Context: an optimization exercise on an open-source flow, tuned for small area and a short achievable clock period. The choices shown serve that exercise and are no tape-out recipe. At most, simulation tests tie the RTL to the original design; equivalence was not proved. No activity file was given, so power comes from the tool's default toggle rates.

==> flow/design.v (excerpt) <==
module timer
#(
    parameter ADDR_WIDTH    = 32   ,
    parameter DATA_WIDTH    = 32
)
(
    input                    clk               ,
    input                    rstn              ,
    output logic             slave_rdy         ,
    output logic  [3:0]      timer_int         ,
    input [ADDR_WIDTH-1:0]   raddr             ,
    input                    re                ,
    output logic  [DATA_WIDTH-1:0]   rdata             ,
    input [DATA_WIDTH/8-1:0] rsel              ,
    input [ADDR_WIDTH-1:0]   waddr             ,
    input                    we                ,
    input [DATA_WIDTH-1:0]   wdata             ,
    input [DATA_WIDTH/8-1:0] wsel
);
logic [3:0][31:0] lc;
logic [3:0][31:0] cnt;
logic [3:0]       lcv;
logic [3:0]       cv;
logic [3:0][2:0]  ctrl;
logic [3:0]       en_d;
logic [3:0]       expf;
logic [3:0]       raw;
logic             re_d1;
logic             we_d1;
wire [5:0] widx = waddr[7:2];
wire [5:0] ridx = raddr[7:2];
logic [3:0] wr_lc, wr_ctrl;
assign wr_lc[0]   = we & (widx == 6'd0);
assign wr_ctrl[0] = we & (widx == 6'd2);
assign wr_lc[1]   = we & (widx == 6'd5);
assign wr_ctrl[1] = we & (widx == 6'd7);
assign wr_lc[2]   = we & (widx == 6'd10);
assign wr_ctrl[2] = we & (widx == 6'd12);
assign wr_lc[3]   = we & (widx == 6'd15);
assign wr_ctrl[3] = we & (widx == 6'd17);
logic [3:0] clr;
wire clr_all = re & (ridx == 6'd41);
assign clr[0] = re & (ridx == 6'd3);
assign clr[1] = re & (ridx == 6'd8);
assign clr[2] = re & (ridx == 6'd13);
assign clr[3] = re & (ridx == 6'd18);
logic [3:0] ist;
assign ist[0] = raw[0] & ~ctrl[0][2];
assign ist[1] = raw[1] & ~ctrl[1][2];
assign ist[2] = raw[2] & ~ctrl[2][2];
  ...
export LEC_CHECK = 0
export ABC_CLOCK_PERIOD_IN_PS = 2000
export CAP_MARGIN = 20
export CORE_MARGIN = 2
export CORE_UTILIZATION = 65
export SETUP_SLACK_MARGIN = 1.8
export SLEW_MARGIN = 20
create_clock -name core_clock -period 4.0 [get_ports {clk}]
run.sh (not shown) runs the stock make flow with config.mk's settings and CLKGATE_MAP_FILE= SYNTH_SCRIPT=/design/flow/synth_recipe.tcl, a recipe that flattens the netlist after the stock synthesis.
The first run finished clean.
Rerun with:
ABC_CLOCK_PERIOD_IN_PS = 1800   (was 2000)
CORE_UTILIZATION = 55   (was 65)
SETUP_SLACK_MARGIN = 2.0   (was 1.8)
Result: The changed run completed with no timing, DRC or antenna violations; power goes up by 5.6%; clock-buffer cell count goes down by 3; wire length goes up by 12%; cell area goes up by about 10%; clock skew goes down by 6.8 ps.
Rerun with:
ABC_CLOCK_PERIOD_IN_PS = unset   (was 1800)
CORE_UTILIZATION = 40   (was 55)
SETUP_SLACK_MARGIN = unset   (was 2.0)
=>
- The new run completed with no timing, DRC or antenna violations
- total power falls by 4.8%
- setup slack is worse by 910 ps
- critical path depth falls by 1
- area after synthesis is unchanged
- sequential power falls by about 3%
- clock-buffer cell count rises by 1
- clock power rises by 8.3%
- core utilization falls by 28 points
- non-clock buffer count falls by 121
- fmax falls by 28%
No run of this note included a check of the RTL's function; only the layout flow was run.

* * *

## the baseline
Another version of the RTL of timer (not shown whole).
Size in the first run: roughly 330 flip-flops.
==> flow/config.mk <==
export PLATFORM = sky130hd
export DESIGN_NAME = timer
export DESIGN_NICKNAME = timer
export VERILOG_FILES = /design/flow/design.v
export SDC_FILE = /design/flow/constraint.sdc
export NUM_CORES = 4
export LEC_CHECK = 0
export ABC_CLOCK_PERIOD_IN_PS = 2000
export CAP_MARGIN = 20
export CORE_MARGIN = 2
export CORE_UTILIZATION = 65
export CTS_BUF_LIST = sky130_fd_sc_hd__clkbuf_16
export CTS_CLUSTER_DIAMETER = 80
export CTS_CLUSTER_SIZE = 24
export SETUP_SLACK_MARGIN = 1.9
export SLEW_MARGIN = 20
==> flow/constraint.sdc <==
create_clock -name core_clock -period 4.0 [get_ports {clk}]
set_input_delay 0.8000 -clock core_clock [delete_from_list [all_inputs] [get_ports {clk}]]
set_output_delay 0.8000 -clock core_clock [all_outputs]
set_load 0.01 [all_outputs]
standard.sh (not shown) runs the stock make flow with config.mk's settings and CLKGATE_MAP_FILE= SYNTH_SCRIPT=/design/flow/synth_recipe.tcl, a recipe that flattens the netlist after the stock synthesis.
==> flow/flow/run.sh <==
#!/bin/bash
# Standard ORFS layout (the standard.sh) with these changes:
#  - port buffers start as buf_1 (repair_timing upsizes the critical ones);
#  - DONT_USE_CELLS is the platform's list plus the slow wide OR/NOR/AND/NAND
#    gates and the delay cells (flow/dont_use.txt), so synthesis maps to
#    faster gates and the resizer does not size port buffers into delay cells.
HERE=$(pwd)
DU=$(tr '\n' ' ' < "$HERE/flow/dont_use.txt")
bash standard.sh "BUFFER_PORTS_ARGS=-buffer_cell sky130_fd_sc_hd__buf_1" \
  "DONT_USE_CELLS=$DU" finish > standard.log 2>&1
Other scripts of this flow, unchanged in this note and not shown: flow/flow/dont_use.txt
No stage failed in the baseline, and the final checks on the layout all came back clean.
#### Input delta (the candidate over the baseline)
# the baseline
export LEC_CHECK = 0
export ABC_CLOCK_PERIOD_IN_PS = 2000
export CAP_MARGIN = 20
export CORE_MARGIN = 2
export CORE_UTILIZATION = 65
export CTS_BUF_LIST = sky130_fd_sc_hd__clkbuf_16
export CTS_CLUSTER_DIAMETER = 80
export CTS_CLUSTER_SIZE = 24
export SETUP_SLACK_MARGIN = 1.9
export SLEW_MARGIN = 20
create_clock -name core_clock -period 4.0 [get_ports {clk}]
# the candidate
export LEC_CHECK = 0
export ABC_CLOCK_PERIOD_IN_PS = 2000
export CAP_MARGIN = 20
export CORE_MARGIN = 2
export CORE_UTILIZATION = 65
export CTS_BUF_LIST = sky130_fd_sc_hd__clkbuf_16
export CTS_CLUSTER_DIAMETER = 80
export CTS_CLUSTER_SIZE = 24
export SETUP_SLACK_MARGIN = 1.7
export SLEW_MARGIN = 20
create_clock -name core_clock -period 4.0 [get_ports {clk}]
Findings:
The candidate: all stages complete, timing, DRC and antenna checks passed. Summary — share of the core filled with cells, the candidate relative to the baseline: lower, by 1.5 points. The baseline → the candidate: power consumed by sequential cells now sits at about the same level; number of design-rule violations left by the first detailed-router iteration climbed 44.

## separate check: timing with driven ports
Ports are ideal in the flow. The routed layouts listed here were re-timed in OpenROAD. Step 1 assumes that a clkbuf_16 drives the clock port and a buf_2 every other input. Step 2 moves the port delays by t, midway between the first and last clock arrival at a register: inputs arrive t later, outputs are due t later. That takes back most of the time a late clock gives input paths. Slacks: ideal ports / drivers / drivers and shift; pairs: ideal ports / drivers.
run | shift t [ns] | setup WS [ns] | worst hold slack (ns) | worst data-port slew with drivers (ns)
the first run of note 1 | 0.563 | 1.587 / 1.587 / 1.265 | 0.467 / 0.437 / 0.476 | 0.06
the second run of note 1 | 0.577 | 1.621 / 1.621 / 1.312 | 0.259 / 0.223 / 0.452 | 0.10
the third run of note 1 | 0.600 | 0.716 / 0.716 / 0.432 | 0.231 / 0.198 / 0.491 | 0.05
the baseline | 0.565 | 1.840 / 1.868 / 1.306 | 0.390 / 0.371 / 0.450 | 0.06
the candidate | 0.562 | 1.740 / 1.747 / 1.208 | 0.364 / 0.333 / 0.455 | 0.04
After both steps every run listed still meets setup and hold. The setup slack of the baseline, which loses most, moves by +0.028 ns with the drivers and by -0.534 ns with both steps.
